Source: an optimization exercise on an open RTL-to-GDS flow (aim: small area). Production flows keep margins and buffers that such runs may drop. At most, simulation tests tie the RTL to the original design; equivalence was not proved.

==> flow/design.v (excerpt) <==
module ALU_wrapper( clk, reset, ABCmd_i, LoadA_i, LoadB_i, LoadCmd_i, ACC_o, Done_o);
Size: about 370 cells after synthesis, roughly 28 flip-flops, ~22 I/O pins, about 0.0031 mm2 of cells after synthesis.
clock: 6.0 ns
lec_check: 0
cap_margin: 20
core_margin: 2
core_utilization: 40
gpl_timing_driven: 0
slew_margin: 20
standard.sh (not shown) runs the stock make flow with config.mk's settings and CLKGATE_MAP_FILE= SYNTH_SCRIPT=/design/flow/synth_recipe.tcl, a recipe that flattens the netlist after the stock synthesis.
==> flow/flow/run.sh <==
#!/bin/bash
# Own layout flow: the standard ORFS flow, except that
#  - synthesis maps the design's FA/HA adder modules straight onto the
#    sky130 fa_1/ha_1 cells (flow/my_synth.tcl), and
#  - port buffers are the smallest buffer (buf_1).
# Each tool's output goes to a log file of its own in this folder.
set -euo pipefail
W=$(pwd)
F=$W/flow
# same make call as standard.sh, with our synthesis script
sed "s#SYNTH_SCRIPT=[^ ]*#SYNTH_SCRIPT=$F/my_synth.tcl#" standard.sh > my_standard.sh
grep -q "SYNTH_SCRIPT=$F/my_synth.tcl" my_standard.sh
# my_synth.tcl = synth_recipe.tcl with our own synth wrapper in place of its first line
{ echo "source $F/synth_pre.tcl"; tail -n +2 synth_recipe.tcl; } > $F/my_synth.tcl
export MY_FLOW_DIR=$F
if [[ -f $F/env.sh ]]; then source $F/env.sh; fi
bash my_standard.sh synth > synth.log 2>&1
bash my_standard.sh > layout.log 2>&1
==> flow/flow/abc3.script <==
strash
ifraig
dc2
dch -f
map -a
mfs2
strash
dch -f
map -a
topo
==> flow/flow/adder_map.v <==
module FA(a, b, c, s, co);
	input a, b, c;
	output s, co;
	sky130_fd_sc_hd__fa_1 _TECHMAP_REPLACE_ (.A(a), .B(b), .CIN(c), .SUM(s), .COUT(co));
endmodule

module HA(a, b, s, co);
	input a, b;
	output s, co;
	sky130_fd_sc_hd__ha_1 _TECHMAP_REPLACE_ (.A(a), .B(b), .SUM(s), .COUT(co));
endmodule
==> flow/flow/env.sh <==
export BUFFER_PORTS_ARGS="-buffer_cell sky130_fd_sc_hd__buf_1"
export MY_NO_EXTRACT_FA=1
export MY_ABC_SCRIPT=abc3.script
export SETUP_MOVE_SEQUENCE="unbuffer,sizeup,swap"
export CTS_ARGS="-sink_clustering_enable -repair_clock_nets -dont_use_dummy_load"
==> flow/flow/my_synth.tcl <==
source /design/flow/flow/synth_pre.tcl
source $::env(SCRIPTS_DIR)/synth.tcl
# left out here: clear keep_hierarchy, flatten, clean up, hide names made inside functions, write 1_2_yosys.v
==> flow/flow/synth_pre.tcl <==
# Replaces the first line of synth_recipe.tcl (which wraps synth in -nofsm -noshare).
# Before the first synth call, the FA/HA adder modules of the design are mapped
# straight onto the platform's full/half adder cells, and ABC is given an
# area-oriented script.
proc synth {args} {
  if { ![info exists ::my_adders_mapped] } {
    set ::my_adders_mapped 1
    yosys proc
    yosys techmap -map $::env(MY_FLOW_DIR)/adder_map.v
    if { [info exists ::env(MY_NO_EXTRACT_FA)] } {
      unset ::env(ADDER_MAP_FILE)
    }
    if { [info exists ::env(MY_ABC_SCRIPT)] } {
      set i [lsearch -exact $::abc_args -script]
      lset ::abc_args [expr {$i + 1}] $::env(MY_FLOW_DIR)/$::env(MY_ABC_SCRIPT)
    }
  }
  yosys synth -nofsm -noshare {*}$args
}
The first run completed without violations.
Then changed:
--- a/flow/design.v
+++ b/flow/design.v
@@ -23,28 +23,28 @@
 	wire [3:0] op  = ABCmd_i[3:0];
 	wire       CI  = ABCmd_i[4];
 	wire       shr = ABCmd_i[5];
 	wire       BCD = ABCmd_i[6];
 	wire       MUL = ABCmd_i[7];
 	reg [2:0] state;
-	wire RO      = ~state[1];
-	wire LoadA   = ~state[2] &  state[1] & ~state[0];
-	wire LoadB   =  state[0];
+	wire RO      = ~state[2] & ~state[1];
+	wire LoadA   = ~state[2] &  state[1];
+	wire LoadB   =  state[2] & ~state[1];
 	wire LoadCmd =  state[2] &  state[1];
-	assign Done_o = state[2] & ~state[1];
+	assign Done_o = state[0];
 	wire nA = (RO & ~LoadCmd_i & ~LoadB_i & LoadA_i) | (LoadA & ~LoadB_i & ~LoadCmd_i) |
 	          (LoadB & LoadA_i) | (LoadCmd & LoadA_i);
 	wire nB = (RO & ~LoadCmd_i & LoadB_i) | (LoadA & LoadB_i) |
 	          (LoadB & ~LoadA_i & ~LoadCmd_i) | (LoadCmd & ~LoadA_i & LoadB_i);
 	wire nC = (RO & LoadCmd_i) | (LoadA & ~LoadB_i & LoadCmd_i) | (LoadB & ~LoadA_i & LoadCmd_i);
 	wire nO = LoadCmd & ~LoadA_i & ~LoadB_i;
 	always @(posedge clk or posedge reset)
 		if (reset)
 			state <= 3'b000;
 		else
-			state <= {nC | nO, nA | nB | nC, nB};
+			state <= {nB | nC, nA | nC, nO};
 	always @(posedge clk or posedge reset)
 		if (reset) begin
 			rA <= 0;
 			rB <= 0;
 		end else begin
 			if (LoadA) rA <= ABCmd_i;
Outcome: The changed run passed the timing, DRC and antenna checks. First-iteration DRC count went up by 40%. Routed wire length went down by 0.67%. Die area increases by 0.96%. Worst hold slack gets worse by 13 ps. Utilization increases by 0.88 points. Cell area rises by 2.5%. Register-to-register slack improved by 20 ps. Critical path depth is unchanged.
Only the layout flow was run in the second run of this note; the RTL was not checked for function there.

* * *

Setup of job 6118:
ALU_wrapper, a different RTL version from the one above (not shown whole).
For scale: ~400 cells after synthesis, roughly 28 flip-flops.
Settings: LEC_CHECK=0, CAP_MARGIN=20, CORE_MARGIN=2, CORE_UTILIZATION=40, GPL_TIMING_DRIVEN=0, SLEW_MARGIN=20; clock period 6.0 ns.
==> flow/flow/env.sh <==
export BUFFER_PORTS_ARGS="-buffer_cell sky130_fd_sc_hd__buf_1"
export MY_NO_EXTRACT_FA=1
export MY_ABC_SCRIPT=abc3.script
export SETUP_MOVE_SEQUENCE="unbuffer,sizeup,swap"
Scripts as last shown in full above: flow/flow/run.sh, flow/flow/abc3.script, flow/flow/adder_map.v, flow/flow/my_synth.tcl, flow/flow/synth_pre.tcl
Looking at the reports, job 6118 completed the entire flow and the layout it produced met the timing, DRC and antenna checks.
diff inputs: job 6118 => job 772
--- a/flow/design.v
+++ b/flow/design.v
@@ -19,53 +19,57 @@
 	input [7:0] ABCmd_i;
 	output [7:0] ACC_o;
 	output Done_o;
 	reg [7:0] rA, rB, ACC_o;
 	wire [3:0] op  = ABCmd_i[3:0];
 	wire       CI  = ABCmd_i[4];
 	wire       shr = ABCmd_i[5];
 	wire       BCD = ABCmd_i[6];
 	wire       MUL = ABCmd_i[7];
 	reg [2:0] state;
-	wire RO      = ~state[1];
-	wire LoadA   = ~state[2] &  state[1] & ~state[0];
-	wire LoadB   =  state[0];
+	wire RO      = ~state[2] & ~state[1];
 	wire LoadCmd =  state[2] &  state[1];
-	assign Done_o = state[2] & ~state[1];
+	wire LoadA   =  state[2] & ~state[1];
+	wire LoadB   = ~state[2] &  state[1];
+	assign Done_o = state[0];
 	wire nA = (RO & ~LoadCmd_i & ~LoadB_i & LoadA_i) | (LoadA & ~LoadB_i & ~LoadCmd_i) |
 	          (LoadB & LoadA_i) | (LoadCmd & LoadA_i);
 	wire nB = (RO & ~LoadCmd_i & LoadB_i) | (LoadA & LoadB_i) |
 	          (LoadB & ~LoadA_i & ~LoadCmd_i) | (LoadCmd & ~LoadA_i & LoadB_i);
 	wire nC = (RO & LoadCmd_i) | (LoadA & ~LoadB_i & LoadCmd_i) | (LoadB & ~LoadA_i & LoadCmd_i);
 	wire nO = LoadCmd & ~LoadA_i & ~LoadB_i;
 	always @(posedge clk or posedge reset)
 		if (reset)
 			state <= 3'b000;
 		else
-			state <= {nC | nO, nA | nB | nC, nB};
+			state <= {nA | nC, nB | nC, nO};
 	always @(posedge clk or posedge reset)
 		if (reset) begin
 			rA <= 0;
 			rB <= 0;
 		end else begin
 			if (LoadA) rA <= ABCmd_i;
 			if (LoadB) rB <= ABCmd_i;
 		end
 	reg  [7:0] lg;
 	wire       lg8 = shr & rA[0];
 	reg  [7:0] op2;
 	wire       cin = CI & ~shr & ~(op[3] & op[2]);
-	wire [7:0] u  = shr ? {CI, rA[7:1]} : rA;
-	wire [1:0] k  = shr ? 2'b11 : op[1:0];
-	wire       ke = ~(k[1] ^ k[0]);
 	always @* begin
-		lg  = ({8{~k[0]}} & ~u & rB) | (u & ({8{ke}} | (rB ^ {8{k[1]}})));
+		case (op[1:0])
+		    2'b00: lg = rA | rB;
+		    2'b01: lg = rA & rB;
+		    2'b10: lg = rA ^ rB;
+		    2'b11: lg = rA;
+		endcase
+		if (shr)
+		    lg = {CI, rA[7:1]};
 		case (op[3:2])
 		    2'b00: op2 = rB;
 		    2'b01: op2 = ~rB;
 		    2'b10: op2 = lg;
 		    2'b11: op2 = 8'd0;
 		endcase
 	end
 	wire [7:0] s;
 	wire c1, c2, c3, c5, c6, c7;
 	FA u_a0(.a(lg[0]), .b(op2[0]), .c(cin), .s(s[0]), .co(c1));
==> summary.txt <==
- On design area, job 772 and job 6118 are neck and neck.
- Job 772 vs. job 6118: total number of vias saw an increase.
- On clock insertion delay at the later pin of the skew report, job 772 and job 6118 are neck and neck.
- The run with more setup slack is job 6118; job 772 has less.
- Taking job 6118 as the reference, in job 772 arrival time at the worst endpoint now larger; maximum frequency now smaller.
No run of this note included a check of the RTL's function; only the layout flow was run.

* * *

Setup of v16:
Another version of the RTL of ALU_wrapper (not shown whole).
For scale: ~28 flip-flops, about 22 I/O pins, roughly 0.0032 mm² of cells after synthesis.
export LEC_CHECK = 0
export CAP_MARGIN = 20
export CORE_MARGIN = 2
export CORE_UTILIZATION = 40
export GPL_TIMING_DRIVEN = 0
export SLEW_MARGIN = 20
create_clock -name core_clock -period 6.0 [get_ports {clk}]
Scripts as last shown in full above: flow/flow/run.sh, flow/flow/abc3.script, flow/flow/adder_map.v, flow/flow/env.sh, flow/flow/my_synth.tcl, flow/flow/synth_pre.tcl
--- input diff v16..v30 ---
--- a/flow/design.v
+++ b/flow/design.v
@@ -20,34 +20,34 @@
 	output [7:0] ACC_o;
 	output Done_o;
 	reg [7:0] rA, rB, ACC_o;
 	wire [3:0] op  = ABCmd_i[3:0];
 	wire       CI  = ABCmd_i[4];
 	wire       shr = ABCmd_i[5];
 	wire       BCD = ABCmd_i[6];
 	wire       MUL = ABCmd_i[7];
 	reg [2:0] state;
-	wire RO      = ~state[1] & ~state[0];
-	wire LoadA   = ~state[1] &  state[0];
-	wire LoadB   =  state[1] &  state[0];
+	wire RO      = ~state[2] & ~state[1];
+	wire LoadA   = ~state[2] &  state[1];
+	wire LoadB   =  state[2] & ~state[1];
 	wire LoadCmd =  state[2] &  state[1];
-	assign Done_o = state[2] & ~state[1];
+	assign Done_o = state[0];
 	wire nA = (RO & ~LoadCmd_i & ~LoadB_i & LoadA_i) | (LoadA & ~LoadB_i & ~LoadCmd_i) |
 	          (LoadB & LoadA_i) | (LoadCmd & LoadA_i);
 	wire nB = (RO & ~LoadCmd_i & LoadB_i) | (LoadA & LoadB_i) |
 	          (LoadB & ~LoadA_i & ~LoadCmd_i) | (LoadCmd & ~LoadA_i & LoadB_i);
 	wire nC = (RO & LoadCmd_i) | (LoadA & ~LoadB_i & LoadCmd_i) | (LoadB & ~LoadA_i & LoadCmd_i);
 	wire nO = LoadCmd & ~LoadA_i & ~LoadB_i;
 	always @(posedge clk or posedge reset)
 		if (reset)
 			state <= 3'b000;
 		else
-			state <= {nC | nO, nB | nC, nA | nB};
+			state <= {nB | nC, nA | nC, nO};
 	always @(posedge clk or posedge reset)
 		if (reset) begin
 			rA <= 0;
 			rB <= 0;
 		end else begin
 			if (LoadA) rA <= ABCmd_i;
 			if (LoadB) rB <= ABCmd_i;
 		end
 	reg  [7:0] lg;
Results
- On synthesis-to-finish area growth: between v30 and v16, it ends up higher for v16.
- Per the comparison of v30 with v16, flip-flop and latch share of the layout cell area rose by 0.33 points; count of non-CTS buffers in the layout fell by about 4.5%; met2 layer wire length in the routed design fell by 1.3%.
- v30 vs v16, start point of the critical path: rB[2] vs rA[6]
- Changes observed in v30 relative to v16: critical path depth up 2; fmax down 1.4%.
- Between v30 and v16, the difference in clock tree skew after final layout is negligible.
- Diff v16 -> v30 | met1 routed wirelength after detailed routing | down by a few percent
- NOTE number of instances in the synthesized netlist v16->v30 decreased slightly
Only the layout flow was run in v16; the RTL was not checked for function there.

[static timing again, ports no longer ideal]
The flow's constraints put no driver on any port. The routed layouts listed below were extracted and timed again, unchanged, in two steps.
Step 1: set_driving_cell puts a clkbuf_16 on clk and a buf_2 on each other input, an assumption about the parent block.
Step 2 adds t to the input delays and takes it off the output delays; t is the mean of the earliest and latest rising clock arrival at the registers after step 1. Input paths then give back, and output paths get back, about the clock's delay inside the block.
a / b / c = no drivers / after step 1 / after step 2; a / b = the first two.
run	shift t [ns]	setup slack, ns	hold WS [ns]	worst setup path at the end	clock arrival spread, ns
the first run of note 1	0.300	0.264 / 0.264 / -0.036	0.548 / 0.548 / 0.548	input to register	0.004 / 0.005
the second run of note 1	0.306	0.277 / 0.277 / -0.030	0.535 / 0.535 / 0.535	input to register	0.011 / 0.011
job 6118	0.310	0.296 / 0.294 / -0.016	0.514 / 0.514 / 0.514	input to register	0.017 / 0.018
job 772	0.307	0.162 / 0.162 / 0.036	0.494 / 0.494 / 0.494	input to register	0.003 / 0.003
v16	0.314	0.282 / 0.282 / -0.012	0.517 / 0.517 / 0.517	input to register	0.008 / 0.008
v30	0.316	0.203 / 0.203 / -0.086	0.495 / 0.495 / 0.495	input to register	0.008 / 0.009
With both steps, setup timing fails in 5 of these runs, where it was met with ideal ports. For job 6118, which loses most, drivers alone change the setup slack by -0.002 ns; drivers and shift together by -0.312 ns.
